What follows belongs to an exercise in optimizing a design on an open flow for small area and a short achievable clock period; a production flow would make more cautious choices. Where RTL was checked, it was by simulation tests only, not by an equivalence proof against the original. Power is estimated from default activity; no workload was simulated.

Design alu_design, start of the top module:
module alu_design #(parameter W = 16, parameter N = 4) (
  clock, reset, CE, INP_valid, MODE, CMD, OPA, OPB, CIN, ERR, RES, OV, COUT, G, L, E);
For scale: roughly 1900 cells after synthesis, roughly 100 flip-flops, roughly 81 I/O pins.
clock: 8.3 ns
lec_check: 0
cap_margin: 20
core_margin: 2
core_utilization: 65
place_density: 0.75
setup_slack_margin: 3.5
slew_margin: 20
run.sh (not shown) runs the stock make flow with config.mk's settings and CLKGATE_MAP_FILE= SYNTH_SCRIPT=/design/flow/synth_recipe.tcl, a recipe that flattens the netlist after the stock synthesis.
==> next run, changes <==
- SETUP_SLACK_MARGIN: 3.5 -> 2.5
Result: The changed run produced a clean layout. Die area stays the same. Clock-buffer cell count came out lower by 2. Non-clock buffer count shrinks by 154. Sequential power is higher by about 2%.
No run of this note included a check of the RTL's function; only the layout flow was run.

Another version of the RTL of alu_design (not shown whole).
For scale: ~1800 cells after synthesis, roughly 100 flip-flops, ~16000 µm² of cells after synthesis.
Settings: LEC_CHECK=0, CAP_MARGIN=20, CORE_MARGIN=2, CORE_UTILIZATION=65, PLACE_DENSITY=0.75, SETUP_SLACK_MARGIN=3.0, SLEW_MARGIN=20; clock period 8.3 ns.
The baseline finished clean.
Rerun with:
--- a/flow/config.mk
+++ b/flow/config.mk
@@ -8,6 +8,6 @@
 export CAP_MARGIN = 20
 export CORE_MARGIN = 2
-export CORE_UTILIZATION = 65
-export PLACE_DENSITY = 0.75
-export SETUP_SLACK_MARGIN = 3.0
+export CORE_UTILIZATION = 55
+export PLACE_DENSITY = 0.7
+export SETUP_SLACK_MARGIN = 3.3
 export SLEW_MARGIN = 20
=> Final area increases by a few percent. Core utilization decreases by 9.2 points. Routed wire length increases by a few percent. Non-clock buffer count increases by 35. Setup slack improves by 350 ps. Clock power increases by a few percent. Hold slack degrades by 23 ps. Sequential share of layout area decreases by 0.53 points. Fmax increases by a little under a tenth. Power increases by a few percent. Via count increases slightly.
Rerun with:
--- a/flow/config.mk
+++ b/flow/config.mk
@@ -8,6 +8,6 @@
 export CAP_MARGIN = 20
 export CORE_MARGIN = 2
-export CORE_UTILIZATION = 55
-export PLACE_DENSITY = 0.7
-export SETUP_SLACK_MARGIN = 3.3
+export CORE_UTILIZATION = 65
+export PLACE_DENSITY = 0.75
+export SETUP_SLACK_MARGIN = 3.45
 export SLEW_MARGIN = 20
Effect:
- The changed run ran to the end with no violations
- wire length grows by 4.0%
- critical path depth does not change
- total power grows by 2.2%
- cell area grows by 3.3%
- via count grows by 5.0%
- maximum frequency grows by 1.3%
- synthesized area stays the same
- hold slack improved by 24 ps
- global-route usage grows by 5.4 points
- utilization grows by 14 points

## run A
Starting RTL as in the previous note.
Design alu_design, start of the top module:
module alu_design #(parameter W = 16, parameter N = 4) (
  clock, reset, CE, INP_valid, MODE, CMD, OPA, OPB, CIN, ERR, RES, OV, COUT, G, L, E);
  input clock;
  input reset;
  input CE;
  input [1:0] INP_valid;
  input MODE;
  input [N-1:0] CMD;
  input [W-1:0] OPA;
  input [W-1:0] OPB;
  input CIN;
  output reg ERR;
  output reg [2*W-1:0] RES;
  output reg OV;
  output reg COUT;
  output reg G;
  output reg L;
  output reg E;
wire i_v01 = (INP_valid == 2'b01);
wire i_v11 = (INP_valid == 2'b11);
wire i_rol  = ~MODE & i_v11 & (CMD == 4'b1100);
wire i_ror  = ~MODE & i_v11 & (CMD == 4'b1101);
wire i_shra = ~MODE & i_v01 & (CMD == 4'b1000);
wire i_shla = ~MODE & i_v01 & (CMD == 4'b1001);
wire i_mul  = MODE & i_v11 & ((CMD == 4'b1001) | (CMD == 4'b1010));
wire i_rotbad = |OPB[W-1:5];
wire i_rot  = (i_rol | i_ror) & ~i_rotbad;
wire i_oneh = i_rot | i_shra | i_shla;
wire [3:0] i_k = i_rol ? OPB[3:0] : i_ror ? (4'd0 - OPB[3:0]) : i_shla ? 4'd1 : 4'd15;
wire [W-1:0] i_b = i_oneh ? (16'd1 << i_k) : OPB;
wire i_l11 = ~MODE & i_v11;
wire i_l01 = ~MODE & i_v01;
wire i_l10 = ~MODE & (INP_valid == 2'b10);
wire [W-1:0] i_lres =
    ({W{i_l11 & (CMD == 4'b0000)}}  & (OPA & OPB)) |
    ({W{i_l11 & (CMD == 4'b0001)}} & ~(OPA & OPB)) |
    ({W{i_l11 & (CMD == 4'b0010)}}   & (OPA | OPB)) |
    ({W{i_l11 & (CMD == 4'b0011)}}  & ~(OPA | OPB)) |
    ({W{i_l11 & (CMD == 4'b0100)}}  & (OPA ^ OPB)) |
  ...
==> flow/config.mk <==
export PLATFORM = sky130hd
export DESIGN_NAME = alu_design
export DESIGN_NICKNAME = alu_design
export VERILOG_FILES = /design/flow/design.v
export SDC_FILE = /design/flow/constraint.sdc
export NUM_CORES = 4
export LEC_CHECK = 0
export CAP_MARGIN = 20
export CORE_MARGIN = 2
export CORE_UTILIZATION = 65
export PLACE_DENSITY = 0.75
export SETUP_SLACK_MARGIN = 3.6
export SLEW_MARGIN = 20
==> flow/constraint.sdc <==
create_clock -name core_clock -period 8.3 [get_ports {clock}]
set_input_delay 1.6600 -clock core_clock [delete_from_list [all_inputs] [get_ports {clock}]]
set_output_delay 1.6600 -clock core_clock [all_outputs]
set_load 0.01 [all_outputs]
Every stage of the flow completed for run A, and the final layout passed the timing, DRC and antenna checks.
Edits applied to the flow inputs when going from run A to run B:
diff --git a/flow/config.mk b/flow/config.mk
--- a/flow/config.mk
+++ b/flow/config.mk
@@ -12 +12 @@
-export SETUP_SLACK_MARGIN = 3.6
+export SETUP_SLACK_MARGIN = 3.3
### Flow results
- The higher total of cells resized after clock tree synthesis came out of run A.
- Run B vs run A, non-filler instance count after layout went down by about 4%.
- ~same share of flip-flops with an asynchronous set or reset in run B and run A
- Compare run B and run A | routability-driven placement congestion ratio higher: run A
Relative to run B, the following input files were edited for run C:
diff --git a/flow/config.mk b/flow/config.mk
--- a/flow/config.mk
+++ b/flow/config.mk
@@ -12 +12 @@
-export SETUP_SLACK_MARGIN = 3.3
+export SETUP_SLACK_MARGIN = 2.5
==> notes.md <==
Total power of the final layout went down by a few percent going from run B to run C.
Compared with run B, run C shows a lower relative contribution of combinational cells to total power.
The sequential portion of the cell area in run C sits 0.72 points above the value recorded for run B.
Of run C and run B, the higher area of all placed cells without fillers belongs to run B.
The areal power density over the cells in run C sits about 3% below the value recorded for run B.
Run C has less setup slack than run B.
Run C ended with less met2 global-route usage than run B.
Compared run C against run B; actual transition at the worst max-transition pin within noise.

alu_design, a different RTL version from the one above (not shown whole).
Size in the first run: ~1900 cells after synthesis, about 81 I/O pins, roughly 16000 um^2 of cells after synthesis.
export LEC_CHECK = 0
export CAP_MARGIN = 20
export CORE_MARGIN = 2
export CORE_UTILIZATION = 45
export PLACE_DENSITY = 0.6
export SETUP_SLACK_MARGIN = 2.5
export SLEW_MARGIN = 20
create_clock -name core_clock -period 8.3 [get_ports {clock}]
The baseline produced a clean layout.
Change:
Settings changed: CORE_UTILIZATION 45 to 65, PLACE_DENSITY 0.6 to 0.75, SETUP_SLACK_MARGIN 2.5 to 1.5.
Effect: Clock power falls by 14%. Wire length falls by 11%. Utilization rises by 16 points. Via count falls by 1.7%.

alu_design again, from the RTL that the note above started with.
Settings: LEC_CHECK=0, CAP_MARGIN=20, CORE_MARGIN=2, CORE_UTILIZATION=45, PLACE_DENSITY=0.6, SLEW_MARGIN=20; clock period 8.3 ns.
The baseline produced a clean layout.
Change:
Settings changed: SETUP_SLACK_MARGIN from default to 4.
What happened:
- The new run finished with timing, DRC and antenna clean
- sequential cell count is unchanged
- worst setup slack improved by 1300 ps
- sequential power went up by about 2%
- clock-buffer cell count went up by 2
- via count went up by 4.4%
- design area went up by 13%

alu_design, a different RTL version from the one above (not shown whole).
Size in the first run: roughly 1900 cells after synthesis, ~81 I/O pins, roughly 17000 µm² of cells after synthesis.
==> flow/design.v (excerpt) <==
module alu_design #(parameter W = 16, parameter N = 4) (
  clock, reset, CE, INP_valid, MODE, CMD, OPA, OPB, CIN, ERR, RES, OV, COUT, G, L, E);
  input clock;
  input reset;
  input CE;
  input [1:0] INP_valid;
  input MODE;
  input [N-1:0] CMD;
  input [W-1:0] OPA;
  input [W-1:0] OPB;
  input CIN;
  output reg ERR;
  output reg [2*W-1:0] RES;
  output reg OV;
  output reg COUT;
  output reg G;
  output reg L;
  output reg E;
localparam KL = 8;     
localparam KH = 27;    
wire i_v01 = (INP_valid == 2'b01);
wire i_v10 = (INP_valid == 2'b10);
wire i_v11 = (INP_valid == 2'b11);
wire i_a11 = MODE & i_v11;
wire i_l11 = ~MODE & i_v11;
wire i_l01 = ~MODE & i_v01;
wire i_l10 = ~MODE & i_v10;
wire i_add  = i_a11 & (CMD == 4'b0000);
wire i_sub  = i_a11 & (CMD == 4'b0001);
wire i_addc = i_a11 & (CMD == 4'b0010);
wire i_subc = i_a11 & (CMD == 4'b0011);
wire i_inca = MODE & i_v01 & (CMD == 4'b0100);
wire i_deca = MODE & i_v01 & (CMD == 4'b0101);
wire i_incb = MODE & i_v10 & (CMD == 4'b0110);
wire i_decb = MODE & i_v10 & (CMD == 4'b0111);
wire i_cmp  = i_a11 & (CMD == 4'b1000);
wire i_mul  = i_a11 & ((CMD == 4'b1001) | (CMD == 4'b1010));
wire i_sadd = i_a11 & (CMD == 4'b1011);
wire i_ssub = i_a11 & (CMD == 4'b1100);
wire i_sgn  = i_sadd | i_ssub;
wire i_arith = i_add | i_sub | i_addc | i_subc | i_inca | i_deca | i_incb | i_decb | i_sgn;
wire i_useb  = i_incb | i_decb;
wire i_invb  = i_sub | i_subc | i_ssub;
wire [W:0] i_op1 = i_useb ? {1'b0, OPB} : {OPA[W-1] & i_sgn, OPA};
wire [W:0] i_op2 = (i_inca | i_incb) ? {(W+1){1'b0}} :
                   (i_deca | i_decb) ? {(W+1){1'b1}} :
                   ({OPB[W-1] & i_sgn, OPB} ^ {(W+1){i_invb}});
wire i_c0 = i_sub | i_ssub | i_inca | i_incb | (i_addc & CIN) | (i_subc & ~CIN);
wire [W+1:0] i_rc = {i_op1, 1'b1} + {i_op2, i_c0};    
wire [W:0] i_r = i_rc[W+1:1];
wire [W-1:0] i_lres =
    ({W{i_l11 & (CMD == 4'b0000)}}  & (OPA & OPB)) |
    ({W{i_l11 & (CMD == 4'b0001)}} & ~(OPA & OPB)) |
    ({W{i_l11 & (CMD == 4'b0010)}}   & (OPA | OPB)) |
    ({W{i_l11 & (CMD == 4'b0011)}}  & ~(OPA | OPB)) |
  ...
clock: 8.3 ns
lec_check: 0
cap_margin: 20
core_margin: 2
core_utilization: 65
place_density: 0.75
setup_slack_margin: 2.5
slew_margin: 20
The baseline passed the timing, DRC and antenna checks.
Change:
Settings changed: SETUP_SLACK_MARGIN 2.5 to 3.0.
=>
- The new run ran to the end with no violations
- register-to-register slack hardly moves
- power came out higher by 2.3%
- final area grows by 0.94%
- routed wire length climbs by 1.0%
- global-route usage rises by 0.22 points
- clock-buffer cell count is unchanged
- worst hold slack barely changes
- flip-flop and latch count does not change
- die area is unchanged
No run of this note included a check of the RTL's function; only the layout flow was run.

-- what the ideal ports hide --
How much do the figures lean on ideal ports? The routed layouts below were timed once more, with nothing changed but the port constraints.
Step 1, drivers: a clkbuf_16 drives clock and a buf_2 each remaining input, both assumed.
Step 2 adds t to the input delays and takes it off the output delays; t is the mean of the earliest and latest rising clock arrival at the registers after step 1. Input paths then give back, and output paths get back, about the clock's delay inside the block.
a / b / c = ideal / step 1 / step 2; a / b = the first two.
run | t (ns) | setup WS [ns] | hold WS [ns] | worst setup path after step 2
the first run of note 1 | 0.413 | 2.855 / 2.803 / 3.216 | 0.487 / 0.487 / 0.487 | register to output
the second run of note 1 | 0.416 | 2.656 / 2.604 / 2.719 | 0.505 / 0.505 / 0.505 | register to register
the first run of note 2 | 0.409 | 3.026 / 2.975 / 3.123 | 0.512 / 0.512 / 0.512 | register to register
the second run of note 2 | 0.413 | 3.380 / 3.331 / 3.437 | 0.489 / 0.489 / 0.489 | register to register
the third run of note 2 | 0.411 | 3.444 / 3.393 / 3.579 | 0.514 / 0.514 / 0.514 | register to register
run A | 0.413 | 3.419 / 3.365 / 3.609 | 0.502 / 0.502 / 0.502 | register to register
run B | 0.409 | 3.338 / 3.286 / 3.375 | 0.511 / 0.511 / 0.511 | register to register
run C | 0.410 | 2.795 / 2.744 / 2.877 | 0.512 / 0.512 / 0.512 | register to register
the first run of note 4 | 0.401 | 2.022 / 2.022 / 2.022 | 0.491 / 0.491 / 0.491 | register to register
the second run of note 4 | 0.391 | 1.624 / 1.624 / 1.624 | 0.490 / 0.490 / 0.490 | register to register
the first run of note 5 | 0.402 | 0.736 / 0.736 / 0.736 | 0.488 / 0.488 / 0.488 | register to register
the second run of note 5 | 0.391 | 2.013 / 2.013 / 2.013 | 0.480 / 0.480 / 0.480 | register to register
the first run of note 6 | 0.409 | 2.723 / 2.673 / 2.333 | 0.477 / 0.477 / 0.477 | input to register
the second run of note 6 | 0.408 | 2.961 / 2.911 / 2.742 | 0.476 / 0.476 / 0.476 | input to register
After both steps setup and hold are still met in every run listed. The setup slack of the first run of note 6, which loses most, moves by -0.050 ns with the drivers and by -0.390 ns with both steps.
